Context: an optimization exercise on an open-source flow, tuned for small area and a short achievable clock period. The choices shown serve that exercise and are no tape-out recipe.
RTL that was checked went through simulation tests only; none was proved equivalent to the original.
The RTL of runs 5 and 6 was laid out without a check of its function.
Power and IR drop assume default switching activity.

`flow/design.v`:
```
`timescale 1ns / 1ps
module stage1(
input logic clk, rst,
input logic enable_ex,
input logic [31:0] src1, src2, imm,
input logic [6:0] control_in,
input logic [31:0] mem_data_read_in,
output logic mem_data_wr_en,
output logic [31:0] mem_data_write_out,
output logic [31:0] p_q, g_q,
output logic [4:0] n_q,
output logic cin_q, hadd_q, fill_q, shr_q, shl_q, upd_a_q,
output logic [1:0] cmode_q       
    );
logic [2:0] operation, opselect;
logic immp_regn;
assign {operation, immp_regn, opselect} = control_in;
assign mem_data_write_out = src2;
assign mem_data_wr_en = (opselect == 3'b100) && immp_regn;
logic [31:0] a, a_rev;
for (genvar i = 0; i < 32; i++) begin : g_rev
    assign a_rev[i] = a[31-i];
end
assign a = src1;
logic arith, memrd, shift, issue;
assign issue = enable_ex & ~rst;
assign arith = (opselect == 3'b001);
assign memrd = (opselect == 3'b101) && immp_regn;
assign shift = (opselect == 3'b000);
logic [31:0] bm, b;
assign bm = memrd ? mem_data_read_in : immp_regn ? imm : src2;
logic lhg;
assign lhg = arith && (operation == 3'b111);
assign b = {lhg ? bm[15:0] : bm[31:16], bm[15:0]};
logic sub, shl_op;
assign sub = arith && (operation == 3'b010);
assign shl_op = shift & ~operation[1];
logic [31:0] x;
assign x = shl_op ? a_rev : a ^ {32{sub}};
logic [3:0] t_lo, t_mid, t_hi;
logic addop;
logic cin, hadd, fill, shr, shl, upd_a;
logic [1:0] cmode;
always_comb begin
    t_lo = 4'b0000;
    addop = 1'b0;
    cin = 1'b0;
    hadd = 1'b0;
    fill = 1'b0;
    shr = 1'b0;
    shl = 1'b0;
    upd_a = 1'b0;
    cmode = 2'd0;
    if (arith) begin
        upd_a = 1'b1;
        case (operation)
            3'b000:  begin t_lo = 4'b0110; addop = 1'b1; cmode = 2'd2; end
            3'b010:  begin t_lo = 4'b0110; addop = 1'b1; cin = 1'b1; cmode = 2'd2; end
            3'b001: begin t_lo = 4'b0110; addop = 1'b1; hadd = 1'b1; cmode = 2'd3; end
            3'b011:  begin t_lo = 4'b0101; cmode = 2'd1; end
            3'b100:  t_lo = 4'b1000;
            3'b101:   t_lo = 4'b1110;
            3'b110:  t_lo = 4'b0110;
            default: begin t_lo = 4'b0000; cmode = 2'd1; end
        endcase
    end else if (memrd) begin
        upd_a = (operation != 3'b011);
        cmode = upd_a ? 2'd1 : 2'd0;
        t_lo = 4'b1010;
    end else if (shift) begin
        upd_a = ~operation[2];
        shl = ~operation[1];
        shr = operation[1];
        fill = operation[0] & operation[1] & a[31];
        t_lo = 4'b1100;
    end
    t_mid = t_lo;
    t_hi = t_lo;
    if (lhg) t_hi = 4'b1010;
    if (memrd) begin
        if (operation[1:0] == 2'b00) t_mid = {4{~operation[2] & bm[7]}};
        if (operation[1] == 1'b0) t_hi = {4{~operation[2] & (operation[0] ? bm[15] : bm[7])}};
    end
    if (!issue) begin
        upd_a = 1'b0;
        cmode = 2'd0;
    end
end
logic [31:0] p, g;
for (genvar i = 0; i < 32; i++) begin : g_p
    if (i < 8) assign p[i] = t_lo[{x[i], b[i]}];
    else if (i < 16) assign p[i] = t_mid[{x[i], b[i]}];
    else assign p[i] = t_hi[{x[i], b[i]}];
end
assign g = addop ? x & b : 32'b0;
always_ff@(posedge clk) begin
    p_q <= p;
    g_q <= g;
    n_q <= imm[2] ? src2[4:0] : imm[10:6];
    cin_q <= cin;
    hadd_q <= hadd;
    fill_q <= fill;
    shr_q <= shr;
    shl_q <= shl;
    upd_a_q <= upd_a;
    cmode_q <= cmode;
end
endmodule
`timescale 1ns / 1ps
module stage2(
input logic clk, rst,
input logic [31:0] p, g,
input logic [4:0] n,
input logic cin, hadd, fill, shr, shl, upd_a,
input logic [1:0] cmode,
output logic [31:0] aluout,
output logic carry
);
logic [32:0] pp, gg, c;
always_comb begin
    pp = {p, 1'b0};
    gg = {g, cin};
    for (int l = 0; l < 6; l++)
        for (int i = 0; i < 33; i++)
            if ((i >> l) & 1) begin
                gg[i] = pp[i] ? gg[((i >> l) << l) - 1] : gg[i];
                pp[i] = pp[i] & pp[((i >> l) << l) - 1];
            end
    c = gg;
end
logic [31:0] sum, sh, sh_rev, res;
assign sum = p ^ c[31:0];
assign sh = $signed({fill, p}) >>> n;
for (genvar i = 0; i < 32; i++) begin : g_rev
    assign sh_rev[i] = sh[31-i];
end
always_comb begin
    if (shr) res = sh;
    else if (shl) res = sh_rev;
    else if (hadd) res = {{16{sum[15]}}, sum[15:0]};
    else res = sum;
end
logic cres;
always_comb begin
    case (cmode)
        2'd0: cres = carry;
        2'd1: cres = 1'b0;
        2'd2: cres = p[31] ^ c[32];
        default: cres = c[16];
    endcase
end
always_ff@(posedge clk) begin
    if (rst) begin
        aluout <= 32'b0;
        carry <= 1'b0;
    end else begin
        if (upd_a) aluout <= res;
        carry <= cres;
    end
end
endmodule
`timescale 1ns / 1ps
module DLX_top(
input logic clk, rst,
input logic enable_ex,
input logic [31:0] src1, src2, imm,
input logic [6:0] control_in,
input logic [31:0] mem_data_read_in,
output logic mem_data_wr_en,
output logic [31:0] mem_data_write_out,
output logic [31:0]aluout,
output logic carry
);
logic [31:0] p, g;
logic [4:0] n;
logic cin, hadd, fill, shr, shl, upd_a;
logic [1:0] cmode;
stage1 s1(clk, rst, enable_ex, src1, src2, imm, control_in, mem_data_read_in,
          mem_data_wr_en, mem_data_write_out,
          p, g, n, cin, hadd, fill, shr, shl, upd_a, cmode);
stage2 uut(clk, rst, p, g, n, cin, hadd, fill, shr, shl, upd_a, cmode, aluout, carry);
endmodule
```
`flow/run.sh`:
```
#!/bin/bash
# synth_recipe.tcl (not shown) runs the flow's synth.tcl, then flattens the netlist and writes it again
# the make line also repeats each setting of config.mk as NAME=value (left out here)
make -C /OpenROAD-flow-scripts/flow DESIGN_CONFIG=/design/flow/config.mk WORK_HOME=/design/flow/orfs CLKGATE_MAP_FILE= SYNTH_SCRIPT=/design/flow/synth_recipe.tcl finish
```
`flow/config.mk`:
```
export PLATFORM = sky130hd
export DESIGN_NAME = DLX_top
export DESIGN_NICKNAME = DLX_top
export VERILOG_FILES = /design/flow/design.v
export SDC_FILE = /design/flow/constraint.sdc
export NUM_CORES = 4
export LEC_CHECK = 0
export CAP_MARGIN = 20
export CORE_MARGIN = 2
export CORE_UTILIZATION = 40
export SLEW_MARGIN = 20
```
`flow/constraint.sdc`:
```
create_clock -name core_clock -period 4.5 [get_ports {clk}]
set_input_delay 0.9000 -clock core_clock [delete_from_list [all_inputs] [get_ports {clk}]]
set_output_delay 0.9000 -clock core_clock [all_outputs]
set_load 0.01 [all_outputs]
```
==> Flow_metrics.wiki, run 1 <==
{| class="wikitable"
! Metric !! Value
|-
| Clock slew at the register clock pins of the worst setup and hold paths || 80 ps
|-
| Cells after synthesis || 1,220
|-
| Width of the die || 162.1 um
|-
| Maximum buffer depth of the clock tree || 2
|-
| Total power consumption of the routed design || 3.007 mW
|-
| Top cell type's share of synthesized area || 22.02%
|-
| Count of unresolved DRC violations after routing || 0
|-
| Iter 0 DRT Violations || 819
|-
| Power per standard cell area || 245.7 nW/um^2
|-
| Yosys cell types || 86
|-
| Number of enable-type register cells in the synthesized netlist || 0
|-
| Headroom to the max-slew limit || 36.02%
|-
| Number of core rows || 57
|-
| Class of the worst hold path || reg -> reg
|-
| First-pass detailed-route iteration total || 7
|-
| WL/cell || 23.39 um
|-
| Vertical die dimension || 162.1 um
|-
| Number of violations of the max-capacitance limit || 0
|-
| Global-route wire length before repair || 57,950 um
|-
| Nets in the synthesized netlist || 1,360
|-
| Final total negative setup slack || 0 ps
|-
| Cell type contributing the most total cell area after synthesis || sky130_fd_sc_hd__dfxtp_1
|-
| Data required time of the critical path || 4740 ps
|-
| Root buffer cell || sky130_fd_sc_hd__clkbuf_16
|-
| Final std cells w/o fill || 1,655
|-
| Final hold vios || 0
|-
| Final min period || 3612 ps
|-
| IO Pins || 204
|-
| Fraction of final layout cells with drive strength greater than 1 || 12.18%
|-
| Arrival time at the worst endpoint || 3860 ps
|-
| Drt total wl || 38,720 um
|-
| Net switching fraction of the power || 35.88%
|-
| Post-CTS sizing || 0
|-
| Transition time at the pin with the least slew margin || 959.6 ps
|-
| Number of hold buffers added after CTS || 0
|-
| # placed instances || 1,638
|-
| #FFs+latches synth || 110
|-
| Yosys synthesis warning count || 2
|-
| Clock tree from TritonCTS || done
|-
| Post-synthesis instance area || 10,000 um^2
|-
| Total GRT Usage || 29.08%
|-
| Routed vias || 9,990
|-
| Routed vias/inst || 6.036
|-
| Asr flop ratio synth || 0%
|-
| Initial antenna violation count || 1
|-
| Cell internal pwr || 1.928 mW
|-
| Share of total power in combinational logic || 34.7%
|-
| Hold slack || 454.1 ps
|-
| Sequential element share of the synthesized area || 22.02%
|-
| # nets final || 1,465
|-
| Clock sink count || 110
|-
| Max FO, Critical Path || 20
|-
| Initial Util || 40.89%
|-
| Classification of the worst setup path || in -> reg
|-
| Maximum number of pins on one net before global-route repair || 66
|-
| RePlAce Congestion || 0.9488
|-
| Switching Power || 1.079 mW
|-
| Vias in the first global route || 9,455
|-
| Period Utilization, post-route || 80.27%
|-
| Core region area || 24,460 um^2
|-
| Clock network latency to the later pin of the worst-skew pair || 370 ps
|-
| Relative contribution of sequential cells to total power || 38.4%
|-
| Run status || timing/DRC/antenna clean
|-
| Quantity of I/O buffers inserted on ports || 203
|-
| GR Overflow Total || 0
|-
| Clock share of power || 26.9%
|-
| Max Transition Viols Final || 0
|-
| Final setup skew || 8.088 ps
|-
| Kind of start point of the critical path || input pin
|-
| Predominant post-synthesis flop cell || sky130_fd_sc_hd__dfxtp_1
|-
| Leakage power of the design || 4.553 nW
|-
| Top achievable clock speed || 276.9 MHz
|-
| Post-route core utilization || 50.03%
|-
| Inserted Clock Buffers || 9
|-
| Final setup violation count || 0
|-
| Detailed Place HPWL || 31,080 um
|-
| Crit. End Element || register
|-
| Worst VDD drop || 0.0002295 V
|-
| Area of the die || 26,290 um^2
|-
| Setup fix buffers added after clock tree synthesis || 0
|-
| Ranking of synthesized cells by area || sky130_fd_sc_hd__dfxtp_1 22%, sky130_fd_sc_hd__mux4_2 12%, sky130_fd_sc_hd__mux2i_1 7.7%, sky130_fd_sc_hd__nand2_1 5.3%, sky130_fd_sc_hd__o21ai_0 4.3%
|-
| Signed area change from the synthesized netlist to the final layout || 22.35%
|-
| H-tree level count || 3
|-
| Setup repair after global routing missed its margin || false
|-
| Mapped Avg Cell Area || 8.198 um^2
|-
| Final antenna-violating net count || 0
|}
[placed cells by master, fill, tap and decap left out, types with 13 or more instances in the layout]
| cell | instances |
|---|---|
| sky130_fd_sc_hd__a211oi_1 | 21 |
| sky130_fd_sc_hd__a21oi_1 | 70 |
| sky130_fd_sc_hd__and3_1 | 19 |
| sky130_fd_sc_hd__buf_4 | 31 |
| sky130_fd_sc_hd__clkdlybuf4s50_1 | 202 |
| sky130_fd_sc_hd__dfxtp_1 | 109 |
| sky130_fd_sc_hd__inv_1 | 22 |
| sky130_fd_sc_hd__mux2_2 | 23 |
| sky130_fd_sc_hd__mux2i_1 | 77 |
| sky130_fd_sc_hd__mux4_2 | 53 |
| sky130_fd_sc_hd__nand2_1 | 140 |
| sky130_fd_sc_hd__nand2b_1 | 16 |
| sky130_fd_sc_hd__nand3_1 | 16 |
| sky130_fd_sc_hd__nor2_1 | 101 |
| sky130_fd_sc_hd__nor3_1 | 22 |
| sky130_fd_sc_hd__nor3b_1 | 16 |
| sky130_fd_sc_hd__o211ai_2 | 15 |
| sky130_fd_sc_hd__o21ai_0 | 86 |
| sky130_fd_sc_hd__o21ai_1 | 25 |
| sky130_fd_sc_hd__o22ai_1 | 14 |
| sky130_fd_sc_hd__xnor2_1 | 13 |
| sky130_fd_sc_hd__xor2_1 | 45 |
[logic make-up after synthesis]
logic type	count (synthesis)	share of synthesized area, %
AND/OR/NAND/NOR	387	18.53
multiplexers	157	23.02
AO/OA/AOI/OAI	339	22.77
adder cells (fa/ha/maj)	2	0.2501
XOR/XNOR	58	5.079
flip-flops	110	22.02
buffers and inverters	167	8.344
[final timing paths]
| check | startpoint | endpoint | slack [ps] | cells past startpoint |
|---|---|---|---|---|
| hold reg to reg | uut.aluout[20] | uut.aluout[20] | 450 | 2 |
| setup reg to reg | s1.n_q[0] | uut.aluout[21] | 1130 | 7 |
| setup / recovery | control_in[0] | s1.p_q[21] | 890 | 6 |
| hold / removal | uut.aluout[20] | uut.aluout[20] | 450 | 2 |
[through the flow]
step	worst slack [ps]	area [um^2]
after floorplan	1413	10000
after global placement	582.8	11940
after detailed placement	531.2	11940
after CTS	920.1	12240
after global routing	794.1	12240
final	888.0	12240
[synth_stat cells (7+ instances only)]
library cell / count
sky130_fd_sc_hd__a211oi_1: 21
sky130_fd_sc_hd__a21o_1: 7
sky130_fd_sc_hd__a21oi_1: 70
sky130_fd_sc_hd__a221oi_1: 8
sky130_fd_sc_hd__a31oi_1: 12
sky130_fd_sc_hd__and3_1: 19
sky130_fd_sc_hd__buf_2: 22
sky130_fd_sc_hd__buf_4: 36
sky130_fd_sc_hd__clkbuf_1: 70
sky130_fd_sc_hd__dfxtp_1: 110
sky130_fd_sc_hd__inv_1: 22
sky130_fd_sc_hd__mux2_2: 23
sky130_fd_sc_hd__mux2i_1: 77
sky130_fd_sc_hd__mux4_2: 53
sky130_fd_sc_hd__nand2_1: 140
sky130_fd_sc_hd__nand2b_1: 16
sky130_fd_sc_hd__nand3_1: 16
sky130_fd_sc_hd__nor2_1: 101
sky130_fd_sc_hd__nor2b_1: 10
sky130_fd_sc_hd__nor3_1: 22
sky130_fd_sc_hd__nor3b_1: 16
sky130_fd_sc_hd__o211ai_1: 7
sky130_fd_sc_hd__o211ai_2: 15
sky130_fd_sc_hd__o21a_1: 7
sky130_fd_sc_hd__o21ai_0: 86
sky130_fd_sc_hd__o21ai_1: 25
sky130_fd_sc_hd__o221ai_1: 8
sky130_fd_sc_hd__o22ai_1: 14
sky130_fd_sc_hd__xnor2_1: 13
sky130_fd_sc_hd__xor2_1: 45
[registers in the layout (all words and copies together) (netlist names)]
signal / cells
s1.cmode_q: 2
s1.g_q: 32
s1.hadd_q: 1
uut.aluout: 32
uut.carry: 1
s1.fill_q: 1
s1.upd_a_q: 1
s1.shr_q: 1
s1.p_q: 32
s1.shl_q: 1
s1.n_q: 5
s1.cin_q: 1
[power groups by stage]
stage          Combinational, mW  Sequential, mW  Clock, mW
2_1_floorplan              0.712            1.07          0
3_3_place_gp                1.03            1.17          0
3_5_place_dp                1.03            1.17          0
4_1_cts                     1.03            1.15      0.824
5_1_grt                     1.11            1.16      0.861
6_report                    1.04            1.15      0.810
[critical path, cell delays in order]
cell                              delay [ps]
sky130_fd_sc_hd__clkdlybuf4s50_1         660
sky130_fd_sc_hd__or3b_1                  570
sky130_fd_sc_hd__or3_1                   610
sky130_fd_sc_hd__buf_4                   310
sky130_fd_sc_hd__o21ai_1                 270
sky130_fd_sc_hd__mux4_2                  520
[layer usage]
| metal | vias to the layer above | GRT usage, % | part of all wire (%) |
|---|---|---|---|
| li1 | 4663 | - | - |
| met1 | 4690 | 37.33 | 41 |
| met2 | 565 | 47.72 | 46 |
| met3 | 72 | 4.980 | 8.2 |
| met4 | 0 | 13.60 | 4.7 |
| met5 | - | 0 | 0 |
[area by class of cell]
class / instances / area [um^2]
inverters: 27 / 101.3
repair buffers: 234 / 2260
multi-input cells: 943 / 6972
well taps: 324 / 405.4
clock buffers: 11 / 242.7
clock inverters: 5 / 51.30
diodes: 1 / 2.502
flip-flops and latches: 110 / 2203
fillers: 2411 / 12220
==> inputs of run 2 (changes only) <==
==> flow/flow/run.sh (new file) <==
#!/bin/bash
# The standard layout, with plain buffers (not delay cells) on the ports.
set -euo pipefail
bash standard.sh "BUFFER_PORTS_ARGS=-buffer_cell sky130_fd_sc_hd__buf_1" finish > standard.log 2>&1
==> flow/standard.sh (new file) <==
#!/bin/bash
# synth_recipe.tcl (not shown) runs the flow's synth.tcl, then flattens the netlist and writes it again
# the make line also repeats each setting of config.mk as NAME=value (left out here)
make -C /OpenROAD-flow-scripts/flow DESIGN_CONFIG=/design/flow/config.mk WORK_HOME=/design/flow/orfs CLKGATE_MAP_FILE= SYNTH_SCRIPT=/design/flow/synth_recipe.tcl "${@:-finish}"
--- a/flow/config.mk
+++ b/flow/config.mk
@@ -8,4 +8,5 @@
 export CAP_MARGIN = 20
 export CORE_MARGIN = 2
 export CORE_UTILIZATION = 40
+export SETUP_SLACK_MARGIN = 1.0
 export SLEW_MARGIN = 20
removed: flow/run.sh
==> Flow_metrics.wiki, run 2 <==
{| class="wikitable"
! Metric !! Value
|-
| Clock network latency to the later pin of the worst-skew pair || 380 ps (about the same)
|-
| Post-CTS sizing || 0 (unchanged)
|-
| # placed instances || 1,636 (-0.12%)
|-
| Classification of the worst setup path || in -> reg
|-
| Signed area change from the synthesized netlist to the final layout || 10.03%
|-
| Crit. End Element || register
|-
| Clock tree from TritonCTS || done
|-
| Xor and xnor area share after synthesis || 5.079% (unchanged)
|-
| Cells after synthesis || 1,220 (unchanged)
|-
| Area of the die || 26,290 um^2 (unchanged)
|-
| Worst setup path startpoint || control_in[5]
|-
| Yosys synthesis warning count || 2 (unchanged)
|-
| #FFs+latches synth || 110 (unchanged)
|-
| Transition time at the pin with the least slew margin || 777.6 ps (-182.0 ps)
|-
| Yosys cell types || 86 (unchanged)
|-
| Period Utilization, post-route || 75.15% (-5.1 points)
|-
| Drt total wl || 38,310 um (-1.1%)
|-
| Mapped Avg Cell Area || 8.198 um^2 (unchanged)
|-
| Detailed Place HPWL || 30,050 um (-3.3%)
|-
| Combinational family with the most area after synthesis || multiplexers
|-
| Count of unresolved DRC violations after routing || 0 (unchanged)
|-
| First-pass detailed-route iteration total || 5 (-2)
|-
| Asr flop ratio synth || 0% (unchanged)
|-
| Top achievable clock speed || 295.7 MHz (+6.8%)
|-
| Critical path endpoint || s1.p_q[19]
|-
| Basic-gate share of the synthesized area counting and, or, nand and nor cells || 18.53% (unchanged)
|-
| Headroom to the max-slew limit || 48.16% (+12 points)
|-
| Top cell types by occurrence after synthesis || 140 x sky130_fd_sc_hd__nand2_1, 110 x sky130_fd_sc_hd__dfxtp_1, 101 x sky130_fd_sc_hd__nor2_1
|-
| Crit Reg-Reg Endpoint || uut.aluout[10]
|-
| Initial antenna violation count || 1 (unchanged)
|-
| Post-synthesis instance area || 10,000 um^2 (unchanged)
|-
| Ranking of synthesized cells by area || sky130_fd_sc_hd__dfxtp_1 22%, sky130_fd_sc_hd__mux4_2 12%, sky130_fd_sc_hd__mux2i_1 7.7%, sky130_fd_sc_hd__nand2_1 5.3%, sky130_fd_sc_hd__o21ai_0 4.3%
|-
| Standard cell area after detailed placement || 10,680 um^2 (-11%)
|-
| Routed vias/inst || 6.041 (about the same)
|-
| GR Overflow Total || 0 (unchanged)
|-
| WL/cell || 23.18 um (-0.93%)
|-
| Register-to-register setup slack || 1220 ps (+90 ps)
|-
| Core region area || 24,460 um^2 (unchanged)
|-
| Iter 0 DRT Violations || 1,309 (+60%)
|-
| Final setup violation count || 0 (unchanged)
|-
| Leakage power of the design || 4.026 nW (-12%)
|-
| Diode count || 0 (-1)
|-
| Number of violations of the max-capacitance limit || 0 (unchanged)
|-
| # nets final || 1,464 (-0.068%)
|-
| Run status || timing/DRC/antenna clean
|-
| Vias in the first global route || 9,346 (-1.2%)
|-
| Most common cell after layout, fill and taps aside || sky130_fd_sc_hd__buf_1
|-
| Biggest registers after layout || s1.g_q x32, s1.p_q x32, uut.aluout x32
|-
| FF-to-FF path depth || 8 (+1)
|-
| Worst VDD drop || 0.0001933 V (-16%)
|-
| Fraction of final layout cells with drive strength greater than 1 || 12.19% (about the same)
|-
| Arrival time at the worst endpoint || 3620 ps (-240 ps)
|-
| Max Transition Viols Final || 0 (unchanged)
|-
| Final min period || 3382 ps (-230.2 ps)
|-
| Number of core rows || 57 (unchanged)
|-
| Clock slew at the register clock pins of the worst setup and hold paths || 80 ps (about the same)
|-
| Final hold vios || 0 (unchanged)
|-
| Top library cells by usage in the layout, fill and taps aside || 202 x sky130_fd_sc_hd__buf_1, 140 x sky130_fd_sc_hd__nand2_1, 109 x sky130_fd_sc_hd__dfxtp_1
|-
| Global-route wire length before repair || 57,330 um (-1.1%)
|-
| Routed vias || 9,985 (-0.050%)
|-
| Setup fix buffers added after clock tree synthesis || 0 (unchanged)
|-
| Top cell type's share of synthesized area || 22.02% (unchanged)
|-
| Final setup skew || 14.10 ps (+6.016 ps)
|-
| Cell type contributing the most total cell area after synthesis || sky130_fd_sc_hd__dfxtp_1
|-
| Post-route core utilization || 44.99% (-5.0 points)
|-
| Synth Area in Adders || 0.2502% (unchanged)
|-
| Number of enable-type register cells in the synthesized netlist || 0 (unchanged)
|-
| RePlAce Congestion || 0.9777 (+3.0%)
|-
| Most used standard cell by instance count after synthesis || sky130_fd_sc_hd__nand2_1
|-
| Sequential element share of the synthesized area || 22.02% (unchanged)
|-
| Setup repair after global routing missed its margin || false
|-
| Max FO, Critical Path || 17 (-15%)
|-
| Final std cells w/o fill || 1,653 (-0.12%)
|-
| Maximum buffer depth of the clock tree || 2 (unchanged)
|-
| IO Pins || 204 (unchanged)
|-
| Class of the worst hold path || reg -> reg
|-
| Final antenna-violating net count || 0 (unchanged)
|-
| Nets in the synthesized netlist || 1,360 (unchanged)
|-
| Quantity of I/O buffers inserted on ports || 203 (unchanged)
|-
| Compound-gate portion of the synthesized area || 22.77% (unchanged)
|-
| Data required time of the critical path || 4740 ps (about the same)
|-
| Maximum number of pins on one net before global-route repair || 66 (unchanged)
|-
| Width of the die || 162.1 um (unchanged)
|-
| Post-layout instance area || 11,010 um^2 (-10%)
|-
| Final total negative setup slack || 0 ps (unchanged)
|-
| Total GRT Usage || 28.65% (-0.42 points)
|-
| Post-synthesis mux area share || 23.02% (unchanged)
|-
| Kind of start point of the critical path || input pin
|-
| Startpoint of the most critical register-to-register path || s1.n_q[1]
|-
| Predominant post-synthesis flop cell || sky130_fd_sc_hd__dfxtp_1
|-
| Power per standard cell area || 268.1 nW/um^2 (+9.1%)
|-
| Number of hold buffers added after CTS || 0 (unchanged)
|-
| Root buffer cell || sky130_fd_sc_hd__clkbuf_16
|-
| Initial Util || 40.89% (unchanged)
|-
| H-tree level count || 3 (unchanged)
|-
| Vertical die dimension || 162.1 um (unchanged)
|-
| Clock sink count || 110 (unchanged)
|-
| Inserted Clock Buffers || 9 (unchanged)
|}
==> run 2: cell counts after synthesis <==
No cell type changed its count.
==> run 2: area by class of cell <==
type	count	area [um^2]
clock buffers	9	225.2
clock inverters	7	93.84
fillers	2475	13460
inverters	27	101.3
multi-input cells	944	6983
flip-flops and latches	110	2203
well taps	324	405.4
repair buffers	232	993.5
==> run 2: cells by family after synthesis <==
family | after synthesis
AOI/OAI and AO/OA | 339
DFF | 110
muxes | 157
xor gates and xnor gates | 58
and+or+nand+nor | 387
buffers and inverters | 167
adders and majority gates | 2
==> run 2: worst min-delay path by stage <==
stage                               from  cells after the start  slack, ps        endpoint
after floorplan           uut.aluout[20]                      2        470  uut.aluout[20]
after global placement    uut.aluout[14]                      2        440  uut.aluout[14]
after detailed placement   uut.aluout[5]                      2        450   uut.aluout[5]
after CTS                 uut.aluout[20]                      2        460  uut.aluout[20]
after global routing      uut.aluout[21]                      2        480  uut.aluout[21]
final                      uut.aluout[7]                      2        460   uut.aluout[7]
==> run 2: power by group <==
part | internal, mW | total, mW | switching [mW]
logic | 0.397 | 0.952 | 0.555
registers | 1.02 | 1.15 | 0.127
clock network | 0.406 | 0.851 | 0.445
==> run 2: worst max-delay path: stages <==
cell and delay, ps:
sky130_fd_sc_hd__buf_1 570, sky130_fd_sc_hd__nand2_1 310, sky130_fd_sc_hd__or3_1 680, sky130_fd_sc_hd__buf_4 330, sky130_fd_sc_hd__o21ai_1 270, sky130_fd_sc_hd__mux4_2 550
==> run 2: routing by layer <==
metal	vias to the layer above	part of all wire, %	GRT usage (%)
met5	-	0	0
met4	0	4.2	11.54
met3	83	8.3	4.418
met2	559	47	47.97
met1	4678	41	37.05
li1	4665	-	-
==> run 2: through the flow <==
step | hold slack (ps) | setup WS [ps] | total power [mW]
final | 460.4 | 1118 | 2.950
after global routing | 481.6 | 1002 | 3.062
after CTS | 463.4 | 1124 | 2.937
after detailed placement | 447.3 | 740.3 | 2.097
after global placement | 440.6 | 791.0 | 2.095
after floorplan | 471.7 | 1413 | 1.782
==> inputs of run 3 (changes only) <==
--- a/flow/config.mk
+++ b/flow/config.mk
@@ -8,5 +8,5 @@
 export CAP_MARGIN = 20
 export CORE_MARGIN = 2
 export CORE_UTILIZATION = 40
-export SETUP_SLACK_MARGIN = 1.0
+export SETUP_SLACK_MARGIN = 0.5
 export SLEW_MARGIN = 20
==> Flow_metrics.wiki, run 3 <==
{| class="wikitable"
! Metric !! Value
|-
| Run status || timing/DRC/antenna clean
|-
| Sequential element share of the synthesized area || 22.02% (unchanged)
|-
| Initial antenna violation count || 1 (unchanged)
|-
| First-pass detailed-route iteration total || 5 (unchanged)
|-
| Initial Util || 40.89% (unchanged)
|-
| WL/cell || 23.01 um (-0.74%)
|-
| Worst VDD drop || 0.0001925 V (-0.40%)
|-
| Number of violations of the max-capacitance limit || 0 (unchanged)
|-
| Vertical die dimension || 162.1 um (unchanged)
|-
| Routed vias/inst || 6.048 (+0.13%)
|-
| Hold slack || 461.1 ps (+0.6980 ps)
|-
| Setup fix buffers added after clock tree synthesis || 0 (unchanged)
|-
| Startpoint of the most critical register-to-register path || s1.n_q[0]
|-
| Top cell type's share of synthesized area || 22.02% (unchanged)
|-
| Number of hold buffers added after CTS || 0 (unchanged)
|-
| Worst setup path startpoint || control_in[0]
|-
| Mapped Avg Cell Area || 8.198 um^2 (unchanged)
|-
| # nets final || 1,463 (-0.068%)
|-
| Quantity of I/O buffers inserted on ports || 203 (unchanged)
|-
| Standard cell area after detailed placement || 10,680 um^2 (unchanged)
|-
| Transition time at the pin with the least slew margin || 773.7 ps (-3.965 ps)
|-
| Final min period || 3385 ps (+3.240 ps)
|-
| Post-layout instance area || 10,990 um^2 (-0.10%)
|-
| Count of unresolved DRC violations after routing || 0 (unchanged)
|-
| Post-synthesis instance area || 10,000 um^2 (unchanged)
|-
| Cells on Worst Hold Path || 2 (unchanged)
|-
| Nets in the synthesized netlist || 1,360 (unchanged)
|-
| Crit. End Element || register
|-
| Clock slew at the register clock pins of the worst setup and hold paths || 80 ps (about the same)
|-
| Maximum number of pins on one net before global-route repair || 66 (unchanged)
|-
| Class of the worst hold path || reg -> reg
|-
| Headroom to the max-slew limit || 48.35% (+0.19 points)
|-
| Most common cell after layout, fill and taps aside || sky130_fd_sc_hd__buf_1
|-
| Total power consumption of the routed design || 2.950 mW (about the same)
|-
| Iter 0 DRT Violations || 1,284 (-1.9%)
|-
| Drt total wl || 38,010 um (-0.80%)
|-
| Classification of the worst setup path || in -> reg
|-
| Slack of the critical path || 1115 ps (-3.240 ps)
|-
| Post-CTS sizing || 0 (unchanged)
|-
| Detailed Place HPWL || 30,050 um (unchanged)
|-
| Setup repair after global routing missed its margin || false
|-
| #FFs+latches synth || 110 (unchanged)
|-
| Max FO, Critical Path || 33 (+16)
|-
| H-tree level count || 3 (unchanged)
|-
| Top library cells by usage in the layout, fill and taps aside || 202 x sky130_fd_sc_hd__buf_1, 140 x sky130_fd_sc_hd__nand2_1, 109 x sky130_fd_sc_hd__dfxtp_1
|-
| Width of the die || 162.1 um (unchanged)
|-
| Number of fill cells in the layout || 2,477 (+0.081%)
|-
| Total GRT Usage || 28.65% (unchanged)
|-
| Most used standard cell by instance count after synthesis || sky130_fd_sc_hd__nand2_1
|-
| Routed vias || 9,992 (+0.070%)
|-
| FF-to-FF path depth || 9 (+1)
|-
| Leakage power of the design || 4.022 nW (-0.12%)
|-
| Final antenna-violating net count || 0 (unchanged)
|-
| Clock tree from TritonCTS || done
|-
| Setup slack after placement || 740.3 ps (unchanged)
|-
| RePlAce Congestion || 0.9777 (unchanged)
|-
| Power per standard cell area || 268.3 nW/um^2 (about the same)
|-
| Fraction of final layout cells with drive strength greater than 1 || 12.12% (-0.066 points)
|-
| Arrival time at the worst endpoint || 3650 ps (+30 ps)
|-
| IO Pins || 204 (unchanged)
|-
| Critical path endpoint || s1.p_q[4]
|-
| Final hold vios || 0 (unchanged)
|-
| Top achievable clock speed || 295.4 MHz (about the same)
|-
| Core region area || 24,460 um^2 (unchanged)
|-
| Final total negative setup slack || 0 ps (unchanged)
|-
| Period Utilization, post-route || 75.22% (about the same)
|-
| Final setup skew || 13.42 ps (-0.6836 ps)
|-
| Maximum buffer depth of the clock tree || 2 (unchanged)
|-
| Register-to-register setup slack || 1230 ps (about the same)
|-
| Ranking of synthesized cells by area || sky130_fd_sc_hd__dfxtp_1 22%, sky130_fd_sc_hd__mux4_2 12%, sky130_fd_sc_hd__mux2i_1 7.7%, sky130_fd_sc_hd__nand2_1 5.3%, sky130_fd_sc_hd__o21ai_0 4.3%
|-
| Top cell types by occurrence after synthesis || 140 x sky130_fd_sc_hd__nand2_1, 110 x sky130_fd_sc_hd__dfxtp_1, 101 x sky130_fd_sc_hd__nor2_1
|-
| Global-route wire length before repair || 57,330 um (unchanged)
|-
| Crit Reg-Reg Endpoint || uut.aluout[27]
|-
| Number of core rows || 57 (unchanged)
|-
| Inserted Clock Buffers || 9 (unchanged)
|-
| Cell type contributing the most total cell area after synthesis || sky130_fd_sc_hd__dfxtp_1
|-
| Asr flop ratio synth || 0% (unchanged)
|-
| Number of enable-type register cells in the synthesized netlist || 0 (unchanged)
|-
| Diode count || 0 (unchanged)
|-
| Clock network latency to the later pin of the worst-skew pair || 380 ps (about the same)
|-
| Signed area change from the synthesized netlist to the final layout || 9.920%
|-
| Yosys synthesis warning count || 2 (unchanged)
|-
| GR Overflow Total || 0 (unchanged)
|-
| Yosys cell types || 86 (unchanged)
|-
| Clock sink count || 110 (unchanged)
|-
| Area of the die || 26,290 um^2 (unchanged)
|-
| Final setup violation count || 0 (unchanged)
|-
| Cells after synthesis || 1,220 (unchanged)
|-
| Root buffer cell || sky130_fd_sc_hd__clkbuf_16
|-
| Data required time of the critical path || 4760 ps (+20 ps)
|-
| Max Transition Viols Final || 0 (unchanged)
|-
| Vias in the first global route || 9,346 (unchanged)
|-
| Biggest registers after layout || s1.g_q x32, s1.p_q x32, uut.aluout x32
|-
| Kind of start point of the critical path || input pin
|-
| Predominant post-synthesis flop cell || sky130_fd_sc_hd__dfxtp_1
|}
==> run 3: cell counts after synthesis <==
No cell type changed its count.
==> run 3: metal layers <==
| layer | vias up | GRT usage, % | wire, um |
|---|---|---|---|
| met5 | - | 0 | 0 |
| met1 | 4687 | 37.05 | 15670 |
| met2 | 576 | 47.97 | 17740 |
| met4 | 0 | 11.54 | 1496 |
| met3 | 71 | 4.418 | 3098 |
| li1 | 4658 | - | - |
==> run 3: per-stage QoR <==
| step | utilization (%) | std cells |
|---|---|---|
| after floorplan | - | 1220 |
| after global placement | 43.64 | 1636 |
| after detailed placement | 43.64 | 1636 |
| after CTS | 44.94 | 1652 |
| after global routing | 44.94 | 1652 |
| final | 44.94 | 1652 |
==> run 3: how the worst min path moves through the flow <==
stage	from	endpoint	slack, ps
floorplan	uut.aluout[20]	uut.aluout[20]	470
global placement	uut.aluout[14]	uut.aluout[14]	440
detailed placement	uut.aluout[5]	uut.aluout[5]	450
CTS	uut.aluout[20]	uut.aluout[20]	460
global route	uut.aluout[21]	uut.aluout[21]	480
finish	uut.aluout[7]	uut.aluout[7]	460
==> run 3: layout make-up <==
type                       count  area [um^2]  area share (%)
multi-input combinational    943         6972           63.41
sequential                   110         2203           20.04
timing repair buffer         232        993.5           9.036
tap                          324        405.4           3.687
clock buffer                   9        225.2           2.048
inverter                      27        101.3          0.9218
clock inverter                 7        93.84          0.8535
==> run 3: kinds of logic (layout without fill, tap and decap cells) <==
logic type               count (synthesis)  in the layout  share of synthesized area, %
AND/OR/NAND/NOR                        387            387                         18.53
XOR/XNOR                                58             58                         5.079
multiplexers                           157            157                         23.02
buffers and inverters                  167            275                         8.344
AO/OA/AOI/OAI                          339            339                         22.77
flip-flops                             110            110                         22.02
adder cells (fa/ha/maj)                  2              2                        0.2501
==> run 3: where the power goes <==
group / switching [mW] / internal [mW] / leakage, nW
sequential: 0.127 / 1.02 / 0.897
combinational: 0.555 / 0.397 / 2.97
clock: 0.445 / 0.406 / 0.154
total: 1.13 / 1.82 / 4.02
==> run 3: worst max-delay path: stages <==
cell	delay, ps
sky130_fd_sc_hd__buf_1	300
sky130_fd_sc_hd__or3b_1	520
sky130_fd_sc_hd__nor2_4	160
sky130_fd_sc_hd__nand3b_4	470
sky130_fd_sc_hd__xor2_1	310
sky130_fd_sc_hd__o21ai_1	490
sky130_fd_sc_hd__mux2i_1	150
sky130_fd_sc_hd__a221oi_1	320
==> inputs of run 4 (changes only) <==
--- a/flow/config.mk
+++ b/flow/config.mk
@@ -8,5 +8,4 @@
 export CAP_MARGIN = 20
 export CORE_MARGIN = 2
 export CORE_UTILIZATION = 40
-export SETUP_SLACK_MARGIN = 0.5
 export SLEW_MARGIN = 20
==> Flow_metrics.wiki, run 4 <==
{| class="wikitable"
! Metric !! Value
|-
| Run status || timing/DRC/antenna clean
|-
| Arrival time at the worst endpoint || 3650 ps (about the same)
|-
| Total power consumption of the routed design || 2.950 mW (unchanged)
|-
| Headroom to the max-slew limit || 48.35% (unchanged)
|-
| Quantity of I/O buffers inserted on ports || 203 (unchanged)
|-
| WL/cell || 23.01 um (unchanged)
|-
| Iter 0 DRT Violations || 1,284 (unchanged)
|-
| IO Pins || 204 (unchanged)
|-
| Number of enable-type register cells in the synthesized netlist || 0 (unchanged)
|-
| Count of unresolved DRC violations after routing || 0 (unchanged)
|-
| Max FO, Critical Path || 33 (unchanged)
|-
| Clock slew at the register clock pins of the worst setup and hold paths || 80 ps (about the same)
|-
| Post-synthesis instance area || 10,000 um^2 (unchanged)
|-
| #FFs+latches synth || 110 (unchanged)
|-
| Top cell type's share of synthesized area || 22.02% (unchanged)
|-
| RePlAce Congestion || 0.9777 (unchanged)
|-
| Clock sink count || 110 (unchanged)
|-
| Fraction of final layout cells with drive strength greater than 1 || 12.12% (unchanged)
|-
| Chain of cells forming the critical path || buf_1 > or3b_1 > nor2_4 > nand3b_4 > xor2_1 > o21ai_1 > mux2i_1 > a221oi_1
|-
| Detailed Place HPWL || 30,050 um (unchanged)
|-
| Count of buffer and inverter cells on the critical path || 1 (unchanged)
|-
| Routed vias || 9,992 (unchanged)
|-
| Ranking of synthesized cells by area || sky130_fd_sc_hd__dfxtp_1 22%, sky130_fd_sc_hd__mux4_2 12%, sky130_fd_sc_hd__mux2i_1 7.7%, sky130_fd_sc_hd__nand2_1 5.3%, sky130_fd_sc_hd__o21ai_0 4.3%
|-
| Top library cells by usage in the layout, fill and taps aside || 202 x sky130_fd_sc_hd__buf_1, 140 x sky130_fd_sc_hd__nand2_1, 109 x sky130_fd_sc_hd__dfxtp_1
|-
| Clock tree from TritonCTS || done
|-
| Diode count || 0 (unchanged)
|-
| Highest routing layer actually used || met4
|-
| Class of the worst hold path || reg -> reg
|-
| Clock network latency to the later pin of the worst-skew pair || 380 ps (about the same)
|-
| Cells after synthesis || 1,220 (unchanged)
|-
| Met1 Routed Length || 15,670 um (unchanged)
|-
| Crit. End Element || register
|-
| Detailed-routed wire length on met3 || 3098 um (unchanged)
|-
| Final total negative setup slack || 0 ps (unchanged)
|-
| Delay contributed by the slowest stage of the critical path || 520 ps (about the same)
|-
| Classification of the worst setup path || in -> reg
|-
| Post-CTS sizing || 0 (unchanged)
|-
| Area of the die || 26,290 um^2 (unchanged)
|-
| Final min period || 3385 ps (unchanged)
|-
| Cell type contributing the most total cell area after synthesis || sky130_fd_sc_hd__dfxtp_1
|-
| Drt total wl || 38,010 um (unchanged)
|-
| Maximum buffer depth of the clock tree || 2 (unchanged)
|-
| Hold slack || 461.1 ps (unchanged)
|-
| # nets final || 1,463 (unchanged)
|-
| Predominant post-synthesis flop cell || sky130_fd_sc_hd__dfxtp_1
|-
| Data required time of the critical path || 4760 ps (about the same)
|-
| Vertical die dimension || 162.1 um (unchanged)
|-
| Setup fix buffers added after clock tree synthesis || 0 (unchanged)
|-
| Core region area || 24,460 um^2 (unchanged)
|-
| Worst VDD drop || 0.0001925 V (unchanged)
|-
| Cells on Worst Hold Path || 2 (unchanged)
|-
| Kind of start point of the critical path || input pin
|-
| Most used standard cell by instance count after synthesis || sky130_fd_sc_hd__nand2_1
|-
| Yosys cell types || 86 (unchanged)
|-
| Number of fill cells in the layout || 2,477 (unchanged)
|-
| Final setup skew || 13.42 ps (unchanged)
|-
| H-tree level count || 3 (unchanged)
|-
| Initial Util || 40.89% (unchanged)
|-
| Final hold vios || 0 (unchanged)
|-
| Initial antenna violation count || 1 (unchanged)
|-
| Max Transition Viols Final || 0 (unchanged)
|-
| Number of core rows || 57 (unchanged)
|-
| Number of hold buffers added after CTS || 0 (unchanged)
|-
| Signed area change from the synthesized netlist to the final layout || 9.920% (unchanged)
|-
| Crit path max-delay cell type || sky130_fd_sc_hd__or3b_1
|-
| Root buffer cell || sky130_fd_sc_hd__clkbuf_16
|-
| Top achievable clock speed || 295.4 MHz (unchanged)
|-
| Most common cell after layout, fill and taps aside || sky130_fd_sc_hd__buf_1
|-
| Final setup violation count || 0 (unchanged)
|-
| Cell family with most CP delay || simple AND/OR/NAND/NOR gates
|-
| Inserted Clock Buffers || 9 (unchanged)
|-
| Routed vias/inst || 6.048 (unchanged)
|-
| Cell count along the critical path || 8 (unchanged)
|-
| Final antenna-violating net count || 0 (unchanged)
|-
| Nets in the synthesized netlist || 1,360 (unchanged)
|-
| Period Utilization, post-route || 75.22% (unchanged)
|-
| First-pass detailed-route iteration total || 5 (unchanged)
|-
| Yosys synthesis warning count || 2 (unchanged)
|-
| Routed wire length on met2 || 17,740 um (unchanged)
|-
| Setup repair after global routing missed its margin || false
|-
| Biggest registers after layout || s1.g_q x32, s1.p_q x32, uut.aluout x32
|-
| Total GRT Usage || 28.65% (unchanged)
|-
| GR Overflow Total || 0 (unchanged)
|-
| Asr flop ratio synth || 0% (unchanged)
|-
| FF-to-FF path depth || 9 (unchanged)
|-
| Leakage power of the design || 4.022 nW (unchanged)
|-
| Number of violations of the max-capacitance limit || 0 (unchanged)
|-
| Sequential element share of the synthesized area || 22.02% (unchanged)
|-
| Width of the die || 162.1 um (unchanged)
|-
| Power per standard cell area || 268.3 nW/um^2 (unchanged)
|-
| Transition time at the pin with the least slew margin || 773.7 ps (unchanged)
|-
| Maximum number of pins on one net before global-route repair || 66 (unchanged)
|-
| Mapped Avg Cell Area || 8.198 um^2 (unchanged)
|-
| Global-route wire length before repair || 57,330 um (unchanged)
|-
| Top cell types by occurrence after synthesis || 140 x sky130_fd_sc_hd__nand2_1, 110 x sky130_fd_sc_hd__dfxtp_1, 101 x sky130_fd_sc_hd__nor2_1
|-
| Vias in the first global route || 9,346 (unchanged)
|}
[run 4: routing by layer]
metal | up-vias | global-route usage [%]
met5 | - | 0
met4 | 0 | 11.54
met3 | 71 | 4.418
met2 | 576 | 47.97
met1 | 4687 | 37.05
li1 | 4658 | -
[run 4: cells by family after synthesis]
family | Yosys count | share of synthesized area [%]
mux | 157 | 23.02
xor+xnor | 58 | 5.079
flops | 110 | 22.02
fa+ha+maj | 2 | 0.2501
simple gates | 387 | 18.53
buf+inv | 167 | 8.344
compound gates | 339 | 22.77
[run 4: per-stage QoR]
stage / cell area (um^2) / cells / setup slack (ps) / util [%]
floorplan: 10000 / 1220 / 1413 / -
global placement: 10680 / 1636 / 791.0 / 43.64
CTS: 10990 / 1652 / 1124 / 44.94
finish: 10990 / 1652 / 1115 / 44.94
global route: 10990 / 1652 / 959.3 / 44.94
detailed placement: 10680 / 1636 / 740.3 / 43.64
[run 4: path summary, 6_finish.rpt]
check	slack (ps)	endpoint	startpoint
worst max-delay path	1110	s1.p_q[4]	control_in[0]
worst min-delay path	460	uut.aluout[7]	uut.aluout[7]
worst max register to register	1230	uut.aluout[27]	s1.n_q[0]
worst min register to register	460	uut.aluout[7]	uut.aluout[7]
[run 4: worst min-delay path, delay by kind of cell (launching register included)]
kind	cells	cell delay [ps]
compound gates	1	60
flops	1	330
simple gates	1	50
[run 4: area by class of cell]
| class | instances | area (um^2) | share of cell area (%) |
|---|---|---|---|
| tap | 324 | 405.4 | 3.687 |
| sequential | 110 | 2203 | 20.04 |
| clock inverter | 7 | 93.84 | 0.8535 |
| multi-input combinational | 943 | 6972 | 63.41 |
| clock buffer | 9 | 225.2 | 2.048 |
| timing repair buffer | 232 | 993.5 | 9.036 |
| inverter | 27 | 101.3 | 0.9218 |
[run 4: power by group]
| group | internal (mW) | switching [mW] |
|---|---|---|
| combinational | 0.397 | 0.555 |
| clock | 0.406 | 0.445 |
| sequential | 1.02 | 0.127 |
==> inputs of run 5 (changes only) <==
--- a/flow/design.v
+++ b/flow/design.v
@@ -32,11 +32,10 @@
 logic lhg;
 assign lhg = arith && (operation == 3'b111);
 assign b = {lhg ? bm[15:0] : bm[31:16], bm[15:0]};
-logic sub, shl_op;
-assign sub = arith && (operation == 3'b010);
+logic shl_op;
 assign shl_op = shift & ~operation[1];
 logic [31:0] x;
-assign x = shl_op ? a_rev : a ^ {32{sub}};
+assign x = shl_op ? a_rev : a ^ {32{operation[1]}};
 logic [3:0] t_lo, t_mid, t_hi;
 logic addop;
 logic cin, hadd, fill, shr, shl, upd_a;
@@ -55,12 +54,12 @@
         upd_a = 1'b1;
         case (operation)
             3'b000:  begin t_lo = 4'b0110; addop = 1'b1; cmode = 2'd2; end
-            3'b010:  begin t_lo = 4'b0110; addop = 1'b1; cin = 1'b1; cmode = 2'd2; end
+            3'b010:  begin t_lo = 4'b0110; addop = 1'b1; cin = 1'b1; cmode = 2'd2; end   
             3'b001: begin t_lo = 4'b0110; addop = 1'b1; hadd = 1'b1; cmode = 2'd3; end
             3'b011:  begin t_lo = 4'b0101; cmode = 2'd1; end
             3'b100:  t_lo = 4'b1000;
             3'b101:   t_lo = 4'b1110;
-            3'b110:  t_lo = 4'b0110;
+            3'b110:  t_lo = 4'b1001;                    
             default: begin t_lo = 4'b0000; cmode = 2'd1; end
         endcase
     end else if (memrd) begin
@@ -72,7 +71,7 @@
         shl = ~operation[1];
         shr = operation[1];
         fill = operation[0] & operation[1] & a[31];
-        t_lo = 4'b1100;
+        t_lo = operation[1] ? 4'b0011 : 4'b1100;  
     end
     t_mid = t_lo;
     t_hi = t_lo;
@@ -130,7 +129,19 @@
 end
 logic [31:0] sum, sh, sh_rev, res;
 assign sum = p ^ c[31:0];
-assign sh = $signed({fill, p}) >>> n;
+logic [3:0] s0, s1;
+assign s0 = 4'b1 << n[1:0];
+assign s1 = 4'b1 << n[3:2];
+logic [34:0] e0;
+logic [43:0] e1;
+logic [31:0] l0, l1;
+assign e0 = {{3{fill}}, p};
+always_comb for (int i = 0; i < 32; i++)
+    l0[i] = (s0[0] & e0[i]) | (s0[1] & e0[i+1]) | (s0[2] & e0[i+2]) | (s0[3] & e0[i+3]);
+assign e1 = {{12{fill}}, l0};
+always_comb for (int i = 0; i < 32; i++)
+    l1[i] = (s1[0] & e1[i]) | (s1[1] & e1[i+4]) | (s1[2] & e1[i+8]) | (s1[3] & e1[i+12]);
+assign sh = n[4] ? {{16{fill}}, l1[31:16]} : l1;
 for (genvar i = 0; i < 32; i++) begin : g_rev
     assign sh_rev[i] = sh[31-i];
 end
--- a/flow/config.mk
+++ b/flow/config.mk
@@ -8,4 +8,5 @@
 export CAP_MARGIN = 20
 export CORE_MARGIN = 2
 export CORE_UTILIZATION = 40
+export SETUP_SLACK_MARGIN = 2.0
 export SLEW_MARGIN = 20
==> Flow_metrics.wiki, run 5 <==
{| class="wikitable"
! Metric !! Value
|-
| Run status || timing/DRC/antenna clean
|-
| RePlAce Congestion || 0.9798 (+0.21%)
|-
| WL/cell || 22.21 um (-3.5%)
|-
| First-pass detailed-route iteration total || 7 (+2)
|-
| Kind of start point of the critical path || register
|-
| Iter 0 DRT Violations || 925 (-28%)
|-
| Number of enable-type register cells in the synthesized netlist || 0 (unchanged)
|-
| Final hold vios || 0 (unchanged)
|-
| Max FO, Critical Path || 8 (-76%)
|-
| Crit. End Element || register
|-
| Final setup violation count || 0 (unchanged)
|-
| Cell family with most CP delay || multiplexers
|-
| Max Transition Viols Final || 0 (unchanged)
|-
| Chain of cells forming the critical path || buf_12 > buf_12 > mux4_2 > mux2_2 > mux2i_2 > o21ai_1 > a21o_1 > nor3b_1 > mux2_1 > nor2_1
|-
| Width of the die || 160.4 um (-1.1%)
|-
| Sequential element share of the synthesized area || 22.50% (+0.48 points)
|-
| Routed vias || 9,733 (-2.6%)
|-
| Maximum buffer depth of the clock tree || 2 (unchanged)
|-
| Worst VDD drop || 0.0001848 V (-4.0%)
|-
| Classification of the worst setup path || reg -> reg
|-
| # nets final || 1,446 (-1.2%)
|-
| Vias in the first global route || 9,182 (-1.8%)
|-
| Total power consumption of the routed design || 3.126 mW (+6.0%)
|-
| Period Utilization, post-route || 56.69% (-19 points)
|-
| Crit path max-delay cell type || sky130_fd_sc_hd__mux4_2
|-
| Predominant post-synthesis flop cell || sky130_fd_sc_hd__dfxtp_1
|-
| Switching Power || 1.183 mW (+5.0%)
|-
| Relative contribution of sequential cells to total power || 37.5% (-1.4 points)
|-
| Number of hold buffers added after CTS || 0 (unchanged)
|-
| Arrival time at the worst endpoint || 2820 ps (-830 ps)
|-
| Headroom to the max-slew limit || 32.57% (-16 points)
|-
| Number of violations of the max-capacitance limit || 0 (unchanged)
|-
| Routed vias/inst || 5.953 (-1.6%)
|-
| Total GRT Usage || 27.25% (-1.4 points)
|-
| Area of the die || 25,730 um^2 (-2.1%)
|-
| Data required time of the critical path || 4770 ps (about the same)
|-
| Top library cells by usage in the layout, fill and taps aside || 195 x sky130_fd_sc_hd__buf_1, 111 x sky130_fd_sc_hd__nand2_1, 93 x sky130_fd_sc_hd__dfxtp_1
|-
| Clock tree from TritonCTS || done
|-
| Most Frequent Cell on Critical Path || sky130_fd_sc_hd__buf_12
|-
| Fraction of final layout cells with drive strength greater than 1 || 24.41% (+12 points)
|-
| Clock share of power || 24.9% (-4.0 points)
|-
| Clock sink count || 110 (unchanged)
|-
| Initial Util || 40.48% (-0.41 points)
|-
| Cell internal pwr || 1.943 mW (+6.6%)
|-
| Clock slew at the register clock pins of the worst setup and hold paths || 80 ps (about the same)
|-
| Nets in the synthesized netlist || 1,305 (-4.0%)
|-
| Root buffer cell || sky130_fd_sc_hd__clkbuf_16
|-
| Share of total power in combinational logic || 37.6% (+5.3 points)
|-
| Diode count || 0 (unchanged)
|-
| Ranking of synthesized cells by area || sky130_fd_sc_hd__dfxtp_1 23%, sky130_fd_sc_hd__mux4_2 9.4%, sky130_fd_sc_hd__mux2i_1 7.5%, sky130_fd_sc_hd__mux2_2 7.2%, sky130_fd_sc_hd__o21ai_0 5.2%
|-
| Cells after synthesis || 1,165 (-4.5%)
|-
| Count of unresolved DRC violations after routing || 0 (unchanged)
|-
| Count of buffer and inverter cells on the critical path || 2 (+1)
|-
| Class of the worst hold path || reg -> reg
|-
| Top cell types by occurrence after synthesis || 112 x sky130_fd_sc_hd__nand2_1, 110 x sky130_fd_sc_hd__dfxtp_1, 102 x sky130_fd_sc_hd__o21ai_0
|-
| Post-synthesis instance area || 9787 um^2 (-2.2%)
|-
| Quantity of I/O buffers inserted on ports || 203 (unchanged)
|-
| Final antenna-violating net count || 0 (unchanged)
|-
| Number of core rows || 57 (unchanged)
|-
| Inserted Clock Buffers || 9 (unchanged)
|-
| IO Pins || 204 (unchanged)
|-
| Final min period || 2551 ps (-834.1 ps)
|-
| Asr flop ratio synth || 0% (unchanged)
|-
| H-tree level count || 3 (unchanged)
|-
| Yosys cell types || 86 (unchanged)
|-
| Top achievable clock speed || 392.0 MHz (+33%)
|-
| Post-route core utilization || 49.22% (+4.3 points)
|-
| Top cell type's share of synthesized area || 22.50% (+0.48 points)
|-
| Mapped Avg Cell Area || 8.401 um^2 (+2.5%)
|-
| GR Overflow Total || 0 (unchanged)
|-
| Cell type contributing the most total cell area after synthesis || sky130_fd_sc_hd__dfxtp_1
|-
| #FFs+latches synth || 110 (unchanged)
|-
| Core region area || 24,180 um^2 (-1.2%)
|-
| Setup repair after global routing missed its margin || true
|-
| Yosys synthesis warning count || 2 (unchanged)
|-
| Vertical die dimension || 160.4 um (-1.1%)
|-
| Delay contributed by the slowest stage of the critical path || 530 ps (about the same)
|-
| Power per standard cell area || 262.7 nW/um^2 (-2.1%)
|-
| Signed area change from the synthesized netlist to the final layout || 21.58%
|-
| Initial antenna violation count || 0 (-1)
|-
| Drt total wl || 36,310 um (-4.5%)
|-
| Global-route wire length before repair || 53,970 um (-5.9%)
|-
| Most common cell after layout, fill and taps aside || sky130_fd_sc_hd__buf_1
|-
| Final setup skew || 9.199 ps (-4.221 ps)
|-
| Leakage power of the design || 4.321 nW (+7.4%)
|-
| Most used standard cell by instance count after synthesis || sky130_fd_sc_hd__nand2_1
|-
| Transition time at the pin with the least slew margin || 1004 ps (+230.0 ps)
|-
| Biggest registers after layout || s1.g_q x32, s1.p_q x32, uut.aluout x32
|-
| Maximum number of pins on one net before global-route repair || 41 (-38%)
|-
| Number of fill cells in the layout || 2,305 (-6.9%)
|-
| Detailed Place HPWL || 27,150 um (-9.7%)
|-
| Clock network latency to the later pin of the worst-skew pair || 370 ps (about the same)
|-
| Net switching fraction of the power || 37.85% (-0.34 points)
|-
| Final total negative setup slack || 0 ps (unchanged)
|}
==> run 5: cell types whose count changed in the layout (fill, tap and decap cells not counted), moves of 15 or more <==
cell                       delta
sky130_fd_sc_hd__nor2_1      -16
sky130_fd_sc_hd__buf_4       +15
sky130_fd_sc_hd__xor2_1      -29
sky130_fd_sc_hd__o21ai_2     +17
sky130_fd_sc_hd__mux2_2      +27
sky130_fd_sc_hd__o21ai_0     -33
sky130_fd_sc_hd__o211ai_1    +29
sky130_fd_sc_hd__o211ai_2    -15
sky130_fd_sc_hd__dfxtp_1     -16
sky130_fd_sc_hd__nand2_1     -29
sky130_fd_sc_hd__o21ai_4     +21
==> run 5: repair_timing <==
| action | 4_1_cts | 5_1_grt |
|---|---|---|
| endpoints found under the setup margin | 93 | 60 |
| buffers inserted | 19 | 18 |
| gates cloned | 2 | 4 |
| pin swaps | 9 | 25 |
| resized for setup | 95 | 102 |
==> run 5: power by group through the flow <==
stage | registers [mW] | logic [mW] | clock network [mW]
2_1_floorplan | 1.08 | 0.812 | 0
3_3_place_gp | 1.19 | 0.987 | 0
3_5_place_dp | 1.19 | 0.991 | 0
4_1_cts | 1.16 | 1.07 | 0.788
5_1_grt | 1.18 | 1.25 | 0.819
6_report | 1.17 | 1.18 | 0.777
==> run 5: final cells by class <==
type / instances / area (um^2) / share of cell area (%)
Multi-Input combinational cell: 900 / 7498 / 63.02
Sequential cell: 110 / 2238 / 18.81
Timing Repair Buffer: 264 / 1396 / 11.74
Tap cell: 324 / 405.4 / 3.407
Clock buffer: 9 / 225.2 / 1.893
Inverter: 21 / 78.83 / 0.6625
Clock inverter: 7 / 56.30 / 0.4732
==> run 5: through the flow <==
stage / std cells / hold WS [ps] / setup slack, ps / instance area [um^2]
final: 1635 / 456.4 / 1949 / 11900
after global routing: 1635 / 497.3 / 1873 / 11900
after CTS: 1613 / 459.4 / 1965 / 11300
after detailed placement: 1576 / 447.2 / 1015 / 10480
after global placement: 1576 / 435.7 / 1062 / 10480
after floorplan: 1165 / 470.4 / 1808 / 9991
==> run 5: worst register-to-register path: stages (launching register included) <==
cell and delay [ps]:
sky130_fd_sc_hd__dfxtp_4 410, sky130_fd_sc_hd__buf_12 130, sky130_fd_sc_hd__buf_12 120, sky130_fd_sc_hd__mux4_2 530, sky130_fd_sc_hd__mux2_2 330, sky130_fd_sc_hd__mux2i_2 170
sky130_fd_sc_hd__o21ai_1 110, sky130_fd_sc_hd__a21o_1 250, sky130_fd_sc_hd__nor3b_1 200, sky130_fd_sc_hd__mux2_1 170, sky130_fd_sc_hd__nor2_1 50
==> run 5: metal layers <==
layer / part of all wire [%] / GRT usage (%) / wire [um]
met1: 42 / 35.48 / 15300
met2: 46 / 43.63 / 16860
met3: 5.8 / 3.590 / 2089
met4: 5.7 / 15.56 / 2055
met5: 0 / 0 / 0
==> run 5: worst paths after layout <==
| kind | from | to | slack, ps | depth (start not counted) |
|---|---|---|---|---|
| worst min-delay path | uut.aluout[5] | uut.aluout[5] | 460 | 2 |
| worst min register to register | uut.aluout[5] | uut.aluout[5] | 460 | 2 |
| worst max-delay path | s1.n_q[0] | uut.aluout[22] | 1950 | 10 |
| worst max register to register | s1.n_q[0] | uut.aluout[22] | 1950 | 10 |
==> run 5: cells by family (layout without fill, tap and decap cells) <==
group | count (synthesis) | after routing | share of synthesized area, %
buffers and inverters | 160 | 301 | 8.834
AND/OR/NAND/NOR | 335 | 337 | 16.45
adder cells (fa/ha/maj) | 2 | 2 | 0.2556
multiplexers | 190 | 190 | 26.69
XOR/XNOR | 33 | 33 | 3.030
flip-flops | 110 | 110 | 22.50
AO/OA/AOI/OAI | 335 | 338 | 22.23
==> inputs of run 6 (changes only) <==
--- a/flow/config.mk
+++ b/flow/config.mk
@@ -7,6 +7,6 @@
 export LEC_CHECK = 0
 export CAP_MARGIN = 20
 export CORE_MARGIN = 2
-export CORE_UTILIZATION = 40
+export CORE_UTILIZATION = 60
 export SETUP_SLACK_MARGIN = 2.0
 export SLEW_MARGIN = 20
==> Flow_metrics.wiki, run 6 <==
{| class="wikitable"
! Metric !! Value
|-
| Run status || timing/DRC/antenna clean
|-
| Post-synthesis instance area || 9787 um^2 (unchanged)
|-
| Fraction of final layout cells with drive strength greater than 1 || 24.33% (-0.074 points)
|-
| Vertical die dimension || 131.7 um (-18%)
|-
| Cell type contributing the most total cell area after synthesis || sky130_fd_sc_hd__dfxtp_1
|-
| Delay contributed by the slowest stage of the critical path || 520 ps (about the same)
|-
| Final min period || 2578 ps (+26.62 ps)
|-
| Diode count || 0 (unchanged)
|-
| Initial antenna violation count || 0 (unchanged)
|-
| Compound-gate portion of the synthesized area || 22.23% (unchanged)
|-
| Inserted Clock Buffers || 9 (unchanged)
|-
| Final setup violation count || 0 (unchanged)
|-
| Core region area || 15,890 um^2 (-34%)
|-
| Number of violations of the max-capacitance limit || 0 (unchanged)
|-
| Asr flop ratio synth || 0% (unchanged)
|-
| Quantity of I/O buffers inserted on ports || 203 (unchanged)
|-
| Standard cell area after detailed placement || 10,310 um^2 (-1.6%)
|-
| Classification of the worst setup path || in -> reg
|-
| Top library cells by usage in the layout, fill and taps aside || 196 x sky130_fd_sc_hd__buf_1, 112 x sky130_fd_sc_hd__nand2_1, 88 x sky130_fd_sc_hd__dfxtp_1
|-
| GR Overflow Total || 0 (unchanged)
|-
| Count of unresolved DRC violations after routing || 0 (unchanged)
|-
| Mapped Avg Cell Area || 8.401 um^2 (unchanged)
|-
| Clock tree from TritonCTS || done
|-
| Transition time at the pin with the least slew margin || 963.6 ps (-40.04 ps)
|-
| H-tree level count || 3 (unchanged)
|-
| Clock sink count || 110 (unchanged)
|-
| Global-route wire length before repair || 51,520 um (-4.5%)
|-
| Final setup skew || 9.376 ps (+0.1772 ps)
|-
| Detailed Place HPWL || 26,290 um (-3.2%)
|-
| Class of the worst hold path || reg -> reg
|-
| Drt total wl || 35,780 um (-1.5%)
|-
| Sequential cell area in the final layout || 2245 um^2 (+0.28%)
|-
| #FFs+latches synth || 110 (unchanged)
|-
| Maximum number of pins on one net before global-route repair || 47 (+15%)
|-
| Most Frequent Cell on Critical Path || sky130_fd_sc_hd__a21oi_1
|-
| # nets final || 1,450 (+0.28%)
|-
| Nets in the synthesized netlist || 1,305 (unchanged)
|-
| Kind of start point of the critical path || input pin
|-
| First-pass detailed-route iteration total || 5 (-2)
|-
| Most common cell after layout, fill and taps aside || sky130_fd_sc_hd__buf_1
|-
| Root buffer cell || sky130_fd_sc_hd__clkbuf_16
|-
| Crit. End Element || register
|-
| Top cell type's share of synthesized area || 22.50% (unchanged)
|-
| Headroom to the max-slew limit || 35.26% (+2.7 points)
|-
| Clock slew at the register clock pins of the worst setup and hold paths || 70 ps (about the same)
|-
| Number of enable-type register cells in the synthesized netlist || 0 (unchanged)
|-
| Xor and xnor area share after synthesis || 3.030% (unchanged)
|-
| Yosys synthesis warning count || 2 (unchanged)
|-
| Sequential element share of the synthesized area || 22.50% (unchanged)
|-
| Vias in the first global route || 8,928 (-2.8%)
|-
| Final antenna-violating net count || 0 (unchanged)
|-
| Top achievable clock speed || 388.0 MHz (-1.0%)
|-
| Signed area change from the synthesized netlist to the final layout || 19.53%
|-
| Basic-gate share of the synthesized area counting and, or, nand and nor cells || 16.45% (unchanged)
|-
| Period Utilization, post-route || 57.28% (+0.59 points)
|-
| Most used standard cell by instance count after synthesis || sky130_fd_sc_hd__nand2_1
|-
| Leakage power of the design || 4.365 nW (+1.0%)
|-
| Max Transition Viols Final || 0 (unchanged)
|-
| Maximum buffer depth of the clock tree || 2 (unchanged)
|-
| Arrival time at the worst endpoint || 2850 ps (+30 ps)
|-
| Final hold vios || 0 (unchanged)
|-
| Biggest registers after layout || s1.g_q x32, s1.p_q x32, uut.aluout x32
|-
| Post-synthesis mux area share || 26.69% (unchanged)
|-
| Data required time of the critical path || 4770 ps (about the same)
|-
| Final total negative setup slack || 0 ps (unchanged)
|-
| Setup repair after global routing missed its margin || true
|-
| Cells after synthesis || 1,165 (unchanged)
|-
| Width of the die || 131.7 um (-18%)
|-
| Combinational family with the most area after synthesis || multiplexers
|-
| Routed vias/inst || 6.603 (+11%)
|-
| Area of the die || 17,350 um^2 (-33%)
|-
| Initial Util || 61.61% (+21 points)
|-
| Routed vias || 10,110 (+3.9%)
|-
| IO Pins || 204 (unchanged)
|-
| Synth Area in Adders || 0.2557% (unchanged)
|-
| RePlAce Congestion || 1.014 (+3.5%)
|-
| Clock network latency to the later pin of the worst-skew pair || 360 ps (about the same)
|-
| Total GRT Usage || 38.21% (+11 points)
|-
| Top cell types by occurrence after synthesis || 112 x sky130_fd_sc_hd__nand2_1, 110 x sky130_fd_sc_hd__dfxtp_1, 102 x sky130_fd_sc_hd__o21ai_0
|-
| Predominant post-synthesis flop cell || sky130_fd_sc_hd__dfxtp_1
|-
| Chain of cells forming the critical path || buf_2 > nor4_2 > a21oi_1 > o21ai_1 > buf_4 > nor2b_2 > mux2_2 > nor2_1 > a21oi_1
|-
| Number of core rows || 46 (-19%)
|-
| Iter 0 DRT Violations || 1,001 (+8.2%)
|-
| Post-layout instance area || 11,700 um^2 (-1.7%)
|-
| Number of fill cells in the layout || 1,251 (-46%)
|-
| Ranking of synthesized cells by area || sky130_fd_sc_hd__dfxtp_1 23%, sky130_fd_sc_hd__mux4_2 9.4%, sky130_fd_sc_hd__mux2i_1 7.5%, sky130_fd_sc_hd__mux2_2 7.2%, sky130_fd_sc_hd__o21ai_0 5.2%
|-
| WL/cell || 23.37 um (+5.2%)
|-
| Multi-input logic area || 7333 um^2 (-2.2%)
|-
| Power per standard cell area || 267.2 nW/um^2 (+1.7%)
|-
| Yosys cell types || 86 (unchanged)
|-
| Max FO, Critical Path || 10 (+2)
|-
| Worst VDD drop || 0.0001800 V (-2.6%)
|-
| Crit path max-delay cell type || sky130_fd_sc_hd__nor4_2
|}
==> run 6: report_power, final <==
group / leakage, nW / internal (mW) / switching, mW
clock: 0.138 / 0.398 / 0.388
combinational: 3.32 / 0.529 / 0.636
sequential: 0.904 / 1.03 / 0.141
total: 4.36 / 1.96 / 1.16
==> run 6: critical path, delay by kind of cell <==
kind | cells | cell delay, ps
simple gates | 3 | 920
compound gates | 3 | 430
buf+inv | 2 | 360
mux | 1 | 220
==> run 6: layer usage <==
layer | vias up | part of all wire, % | global-route usage, % | wire, um
li1 | 4586 | - | - | -
met1 | 4669 | 36 | 45.82 | 13010
met5 | - | 0 | 0 | 0
met3 | 147 | 9.3 | 5.324 | 3328
met2 | 707 | 46 | 61.66 | 16380
met4 | 0 | 8.5 | 30.43 | 3052
==> run 6: cell families after synthesis <==
group	after synthesis
AO/OA/AOI/OAI	335
AND/OR/NAND/NOR	335
multiplexers	190
buffers and inverters	160
flip-flops	110
XOR/XNOR	33
adder cells (fa/ha/maj)	2
==> run 6: repair_timing <==
item	4_1_cts	5_1_grt
endpoints found under the setup margin	87	58
gates resized for setup	79	86
gates cloned	3	7
pin swaps	6	18
hold buffers	0	0
setup buffers	17	24
==> run 6: metrics by stage <==
stage | setup WS (ps) | utilization [%] | power (mW) | std cells | hold slack, ps
global placement | 1073 | 64.93 | 2.156 | 1464 | 437.8
CTS | 1924 | 69.70 | 3.000 | 1500 | 454.4
global route | 1847 | 73.65 | 3.237 | 1531 | 479.9
detailed placement | 982.8 | 64.93 | 2.164 | 1464 | 442.4
finish | 1922 | 73.65 | 3.125 | 1531 | 452.5
floorplan | 1808 | - | 1.893 | 1165 | 470.4
==> run 6: final timing paths <==
check,endpoint,cells after the start,slack (ps),start
worst max-delay path,s1.p_q[8],9,1920,control_in[2]
worst min-delay path,uut.aluout[5],2,450,uut.aluout[5]
worst max register to register,uut.aluout[22],10,1950,s1.n_q[0]
worst min register to register,uut.aluout[5],2,450,uut.aluout[5]
==> run 6: area by class of cell <==
type	instances	share of cell area (%)
Clock inverter	5	0.3529
Clock buffer	11	2.075
Sequential cell	110	19.19
Timing Repair Buffer	269	12.72
Tap cell	216	2.310
Inverter	21	0.6738
Multi-Input combinational cell	899	62.68

-- re-timing with driven ports --
How much do the figures lean on ideal ports? The routed layouts below were timed once more, with nothing changed but the port constraints.
Step 1 (the two cells are an assumption about what drives the block):
set clk [get_ports {clk}]
set_driving_cell -lib_cell sky130_fd_sc_hd__clkbuf_16 $clk
set_driving_cell -lib_cell sky130_fd_sc_hd__buf_2 [delete_from_list [all_inputs] $clk]
Step 2 times the ports against the registers' clock, not the clock port: input delays grow and output delays shrink by t, the midpoint of the rising clock arrivals with the driver on.
a / b / c = ideal / step 1 / step 2; a / b = the first two.
| run | shift t [ns] | setup WS [ns] | latest minus earliest clock arrival (ns) |
|---|---|---|---|
| run 1 | 0.408 | 0.888 / 0.912 / 0.503 | 0.011 / 0.011 |
| run 2 | 0.416 | 1.118 / 1.133 / 0.716 | 0.017 / 0.017 |
| run 3 | 0.415 | 1.115 / 1.131 / 0.716 | 0.016 / 0.017 |
| run 4 | 0.415 | 1.115 / 1.131 / 0.716 | 0.016 / 0.017 |
| run 5 | 0.408 | 1.949 / 1.949 / 1.599 | 0.009 / 0.009 |
| run 6 | 0.391 | 1.922 / 1.929 / 1.538 | 0.010 / 0.009 |
After both steps every run listed still meets setup and hold. The setup slack of run 2, which loses most, moves by +0.015 ns with the drivers and by -0.402 ns with both steps.
